What follows belongs to an exercise in optimizing a design on an open flow for small area; a production flow would make more cautious choices.
In this exercise RTL edits were held to simulation tests only and were not proved equivalent to the original.
No driver is modelled on the clock port, so clocking that relies on it looks cheaper here than on a real chip.

==> try-onyx: inputs <==
==> flow/design.v <==
`timescale 1ns / 1ps
`default_nettype none
module dmi_jtag (
    input  logic i_clk,
    input  logic i_tms,
    input  logic i_td,
    output logic o_td
);
    localparam logic [3:0] EXIT2_DR = 4'h0, EXIT1_DR = 4'h1, SHIFT_DR = 4'h2, PAUSE_DR = 4'h3, SELECT_IR = 4'h7, UPDATE_DR = 4'h4, CAPTURE_DR = 4'h6, SELECT_DR = 4'h5, EXIT2_IR = 4'h8, EXIT1_IR = 4'h9, SHIFT_IR = 4'hA, PAUSE_IR = 4'hB, RUN_IDLE = 4'hC, UPDATE_IR = 4'hD, CAPTURE_IR = 4'hE, TEST_RESET = 4'hF;
    logic [3:0] state, next_state;
    logic [31:0] sr;       
    logic [40:0] dmi;      
    logic ia, ib;          
    logic err;             
    logic tdo;
    always_comb begin
        case (state)
            TEST_RESET: next_state = i_tms ? TEST_RESET : RUN_IDLE;
            RUN_IDLE:   next_state = i_tms ? SELECT_DR  : RUN_IDLE;
            SELECT_DR:  next_state = i_tms ? SELECT_IR  : CAPTURE_DR;
            CAPTURE_DR: next_state = i_tms ? EXIT1_DR   : SHIFT_DR;
            SHIFT_DR:   next_state = i_tms ? EXIT1_DR   : SHIFT_DR;
            EXIT1_DR:   next_state = i_tms ? UPDATE_DR  : PAUSE_DR;
            PAUSE_DR:   next_state = i_tms ? EXIT2_DR   : PAUSE_DR;
            EXIT2_DR:   next_state = i_tms ? UPDATE_DR  : SHIFT_DR;
            UPDATE_DR:  next_state = i_tms ? SELECT_DR  : RUN_IDLE;
            SELECT_IR:  next_state = i_tms ? TEST_RESET : CAPTURE_IR;
            CAPTURE_IR: next_state = i_tms ? EXIT1_IR   : SHIFT_IR;
            SHIFT_IR:   next_state = i_tms ? EXIT1_IR   : SHIFT_IR;
            EXIT1_IR:   next_state = i_tms ? UPDATE_IR  : PAUSE_IR;
            PAUSE_IR:   next_state = i_tms ? EXIT2_IR   : PAUSE_IR;
            EXIT2_IR:   next_state = i_tms ? UPDATE_IR  : SHIFT_IR;
            default:    next_state = i_tms ? SELECT_DR  : RUN_IDLE;  
        endcase
    end
    always_ff @(posedge i_clk)
        state <= next_state;
    wire tlr    = (state == TEST_RESET);
    wire cap_dr = (state == CAPTURE_DR);
    wire cap_ir = (state == CAPTURE_IR);
    wire sh_dr  = (state == SHIFT_DR);
    wire sh_ir  = (state == SHIFT_IR);
    wire upd_dr = (state == UPDATE_DR);
    wire upd_ir = (state == UPDATE_IR);
    wire sel_id    = ia & ~ib;
    wire sel_dtmcs = ~ia & ib;
    wire sel_dmi   = ia & ib;
    logic s_sh, d_sh, d_hold;
    wire s_hold = ~(sh_dr | sh_ir | cap_dr | cap_ir);
    wire ld_ir = cap_ir;
    wire ld_dt = cap_dr & sel_dtmcs;
    always_ff @(negedge i_clk) begin
        s_sh   <= sh_dr | sh_ir;
        d_sh   <= sh_dr & sel_dmi;
        d_hold <= ~(tlr | (sh_dr & sel_dmi));
    end
    logic [31:0] ld;
    always_comb begin
        ld = '0;
        ld[27] = ld_ir;
        ld[29] = ld_ir;
        ld[10] = ld_dt & err;
        ld[18] = ld_dt;
        ld[22] = ld_dt;
        ld[23] = ld_dt;
        ld[24] = ld_dt;
        ld[28] = ld_dt;
    end
    wire s_in = i_td ^ (sel_id & ~state[3]);   
    always_ff @(posedge i_clk)
        sr <= ld | ({32{s_sh}} & {s_in, sr[31:1]}) | ({32{s_hold}} & sr);
    always_ff @(posedge i_clk)
        dmi <= ({41{d_sh}} & {i_td, dmi[40:1]}) | ({41{d_hold}} & dmi);
    wire ir_z = ~(sr[28] | sr[29] | sr[30]);
    always_ff @(negedge i_clk) begin
        if (tlr) begin
            ia <= 1'b1;
            ib <= 1'b0;
        end else if (upd_ir) begin
            ia <= ir_z & sr[27];
            ib <= ir_z & sr[31];
        end
    end
    always_ff @(negedge i_clk) begin
        if (tlr)
            err <= 1'b0;
        else if (upd_dr) begin
            if (sel_dtmcs && (sr[15] || sr[14]))
                err <= 1'b0;
            else if (sel_dmi)
                err <= 1'b1;
        end
    end
    always_ff @(negedge i_clk)
        tdo <= (sh_ir & sr[27]) |
               (sh_dr & sel_id & ~sr[0]) |
               (sh_dr & sel_dtmcs & sr[0]) |
               (sh_dr & sel_dmi & dmi[0]);
    assign o_td = tdo;
endmodule
==> flow/flow/run.sh <==
#!/bin/bash
# The standard layout (standard.sh) with these changes:
# - clock tree synthesis inserts no dummy loads;
# - after it, flow/post_cts.tcl downsizes the clock buffers (keeping clock
#   pin slews under 118 ps) and the logic cells (keeping timing met and no
#   slew/cap/fanout violations), see flow/area_recover.tcl;
# - ports are buffered with buf_1.
# All tool output goes to standard.log and ORFS's own logs under orfs/logs.
set -euo pipefail
here=$(pwd)
cat >> config.mk <<EOC
export CTS_ARGS = -sink_clustering_enable -repair_clock_nets -dont_use_dummy_load -buf_list sky130_fd_sc_hd__clkbuf_8
export POST_CTS_TCL = $here/flow/post_cts.tcl
export BUFFER_PORTS_ARGS = -buffer_cell sky130_fd_sc_hd__buf_1
EOC
bash standard.sh > standard.log 2>&1
==> flow/flow/area_recover.tcl <==
# Area recovery: swap each logic cell for the smallest cell of the same
# function (another drive strength) that keeps the design free of max
# slew, capacitance and fanout violations, with setup and hold slack at
# least the margins below (in seconds; placement-estimated parasitics).
set ar_setup_margin 0.8e-9
set ar_hold_margin 0.1e-9

proc ar_ok {} {
  estimate_parasitics -placement
  if { [sta::max_slew_violation_count] > 0 } { return 0 }
  if { [sta::max_capacitance_violation_count] > 0 } { return 0 }
  if { [sta::max_fanout_violation_count] > 0 } { return 0 }
  if { [sta::worst_slack_cmd max] < $::ar_setup_margin } { return 0 }
  if { [sta::worst_slack_cmd min] < $::ar_hold_margin } { return 0 }
  return 1
}

set dont_use {}
if { [info exists ::env(DONT_USE_CELLS)] } { set dont_use $::env(DONT_USE_CELLS) }
set saved 0.0
set ok0 [ar_ok]
puts "area recover: start ok=$ok0 slew [sta::max_slew_violation_count] cap [sta::max_capacitance_violation_count] fanout [sta::max_fanout_violation_count] setup [sta::worst_slack_cmd max] hold [sta::worst_slack_cmd min]"
if { $ok0 } {
  foreach inst [get_cells *] {
    set ref [get_property $inst ref_name]
    if { ![regexp {^(sky130_fd_sc_hd__[a-z0-9]+)_([0-9]+)$} $ref -> base drive] } { continue }
    if { [regexp {clk|df|dl|tap|fill|decap|conb} $base] } { continue }
    set cur_area [get_property [get_lib_cells */$ref] area]
    set cands {}
    foreach lc [get_lib_cells */${base}_*] {
      set n [get_property $lc name]
      if { ![regexp "^${base}_\[0-9\]+\$" $n] } { continue }
      if { [lsearch -exact $dont_use $n] >= 0 } { continue }
      set a [get_property $lc area]
      if { $a < $cur_area - 1e-6 } { lappend cands [list $a $n] }
    }
    foreach c [lsort -real -index 0 $cands] {
      set n [lindex $c 1]
      replace_cell $inst $n
      if { [ar_ok] } {
        set saved [expr { $saved + $cur_area - [lindex $c 0] }]
        puts "area recover: [get_full_name $inst] $ref -> $n"
        break
      }
      replace_cell $inst $ref
    }
  }
  estimate_parasitics -placement
}
puts "area recover: saved $saved um2"
==> flow/flow/post_cts.tcl <==
set slew_target 0.118
set sizes {sky130_fd_sc_hd__clkbuf_1 sky130_fd_sc_hd__clkbuf_2 sky130_fd_sc_hd__clkbuf_4 sky130_fd_sc_hd__clkbuf_8 sky130_fd_sc_hd__clkbuf_16}

proc worst_clk_slew {} {
  set mx 0.0
  foreach pin [get_pins -hierarchical */CLK] {
    foreach p {slew_max_rise slew_max_fall} {
      set s [get_property $pin $p]
      if { $s > $mx } { set mx $s }
    }
  }
  return $mx
}

estimate_parasitics -placement
puts "clock resize: worst clock pin slew before [worst_clk_slew]"
set bufs {}
foreach inst [get_cells *] {
  set ref [get_property $inst ref_name]
  if { [string match "sky130_fd_sc_hd__clkbuf_*" $ref] } { lappend bufs [get_full_name $inst] }
}
set bufs [lsort -decreasing $bufs]
foreach b $bufs {
  set orig [get_property [get_cells $b] ref_name]
  foreach m $sizes {
    if { $m eq $orig } { break }
    replace_cell [get_cells $b] $m
    estimate_parasitics -placement
    if { [worst_clk_slew] <= $slew_target } {
      break
    }
    replace_cell [get_cells $b] $orig
  }
  puts "clock resize: $b $orig -> [get_property [get_cells $b] ref_name]"
}
estimate_parasitics -placement
puts "clock resize: worst clock pin slew after [worst_clk_slew]"
source [file join [file dirname [info script]] area_recover.tcl]
detailed_placement
estimate_parasitics -placement
==> flow/standard.sh <==
#!/bin/bash
# synth_recipe.tcl (not shown) runs the flow's synth.tcl, then flattens the netlist and writes it again
# the make line also repeats each setting of config.mk as NAME=value (left out here)
make -C /OpenROAD-flow-scripts/flow DESIGN_CONFIG=/design/flow/config.mk WORK_HOME=/design/flow/orfs CLKGATE_MAP_FILE= SYNTH_SCRIPT=/design/flow/synth_recipe.tcl "${@:-finish}"
==> flow/config.mk <==
export PLATFORM = sky130hd
export DESIGN_NAME = dmi_jtag
export DESIGN_NICKNAME = dmi_jtag
export VERILOG_FILES = /design/flow/design.v
export SDC_FILE = /design/flow/constraint.sdc
export NUM_CORES = 4
export LEC_CHECK = 0
export ABC_AREA = 0
export CAP_MARGIN = 0
export CORE_MARGIN = 2
export CORE_UTILIZATION = 40
export CTS_BUF_LIST = sky130_fd_sc_hd__clkbuf_8
export SLEW_MARGIN = 0
export CTS_ARGS = -sink_clustering_enable -repair_clock_nets -dont_use_dummy_load -buf_list sky130_fd_sc_hd__clkbuf_8
export POST_CTS_TCL = /design/flow/flow/post_cts.tcl
export BUFFER_PORTS_ARGS = -buffer_cell sky130_fd_sc_hd__buf_1
==> flow/constraint.sdc <==
create_clock -name core_clock -period 8.0 [get_ports {i_clk}]
set_input_delay 1.6000 -clock core_clock [delete_from_list [all_inputs] [get_ports {i_clk}]]
set_output_delay 1.6000 -clock core_clock [all_outputs]
set_load 0.01 [all_outputs]
==> try-nickel (differences from try-onyx) <==
--- a/flow/design.v
+++ b/flow/design.v
@@ -8,3 +8,7 @@
 );
-    localparam logic [3:0] EXIT2_DR = 4'h0, EXIT1_DR = 4'h1, SHIFT_DR = 4'h2, PAUSE_DR = 4'h3, SELECT_IR = 4'h7, UPDATE_DR = 4'h4, CAPTURE_DR = 4'h6, SELECT_DR = 4'h5, EXIT2_IR = 4'h8, EXIT1_IR = 4'h9, SHIFT_IR = 4'hA, PAUSE_IR = 4'hB, RUN_IDLE = 4'hC, UPDATE_IR = 4'hD, CAPTURE_IR = 4'hE, TEST_RESET = 4'hF;
+    localparam logic [3:0] EXIT2_DR = 4'h0, EXIT1_DR = 4'h1, SHIFT_DR = 4'h2,
+        PAUSE_DR = 4'h3, SELECT_IR = 4'h4, UPDATE_DR = 4'h5, CAPTURE_DR = 4'h6,
+        SELECT_DR = 4'h7, EXIT2_IR = 4'h8, EXIT1_IR = 4'h9, SHIFT_IR = 4'hA,
+        PAUSE_IR = 4'hB, RUN_IDLE = 4'hC, UPDATE_IR = 4'hD, CAPTURE_IR = 4'hE,
+        TEST_RESET = 4'hF;
     logic [3:0] state, next_state;
@@ -48,3 +52,3 @@
     logic s_sh, d_sh, d_hold;
-    wire s_hold = ~(sh_dr | sh_ir | cap_dr | cap_ir);
+    wire s_hold = ~(state[1] & ~state[0]);    
     wire ld_ir = cap_ir;
@@ -68,3 +72,3 @@
     end
-    wire s_in = i_td ^ (sel_id & ~state[3]);   
+    wire s_in = i_td ^ (sel_id & sh_dr);
     always_ff @(posedge i_clk)
==> flow/flow/run.sh (replaced) <==
#!/bin/bash
# The standard layout, with two changes to clock tree synthesis: no
# dummy loads, and clock buffers downsized afterwards (flow/post_cts.tcl).
set -euo pipefail
here=$(pwd)
cat >> config.mk <<EOC
export CTS_ARGS = -sink_clustering_enable -repair_clock_nets -dont_use_dummy_load -buf_list sky130_fd_sc_hd__clkbuf_8
export POST_CTS_TCL = $here/flow/post_cts.tcl
export BUFFER_PORTS_ARGS = -buffer_cell sky130_fd_sc_hd__buf_1
EOC
bash standard.sh > standard.log 2>&1
--- a/flow/flow/post_cts.tcl
+++ b/flow/flow/post_cts.tcl
@@ -1,2 +1,2 @@
-set slew_target 0.118
+set slew_target 0.108
 set sizes {sky130_fd_sc_hd__clkbuf_1 sky130_fd_sc_hd__clkbuf_2 sky130_fd_sc_hd__clkbuf_4 sky130_fd_sc_hd__clkbuf_8 sky130_fd_sc_hd__clkbuf_16}
@@ -37,3 +37,2 @@
 puts "clock resize: worst clock pin slew after [worst_clk_slew]"
-source [file join [file dirname [info script]] area_recover.tcl]
 detailed_placement
removed: flow/flow/area_recover.tcl
==> summary.txt <==
status did not finish; Failed at clock tree synthesis; Err Error: cts.tcl, 90 can't read "::ar_setup_margin": no such variable; Seq/Total Area, Yosys 0.622; compound-gate portion of the synthesized area 0.280; Die Ht 86.2 um; syn avg cell area roughly 12 um2; width of the chip 86.2 um; post-synthesis mux area share 0; Cells after Synth between 200 and 250
(the above is from try-onyx)
==> summary.txt <==
syn avg cell area 11.7 um2; largest family of logic cells by synthesized area compound AO/OA/AOI/OAI gates; post-synthesis mux area share 0.00822; status complete, no violations; Cells after Synth around 230; Design Area, Final 2900 um2; Seq/Total Area, Yosys 0.614; Die Ht a little under 90 um; dpl cell area 2780 um2; min-delay src dmi[28]; Worst-path clk slew 0.10 ns; width of the chip 86.7 um; compound-gate portion of the synthesized area 0.265
(the above is from try-nickel)
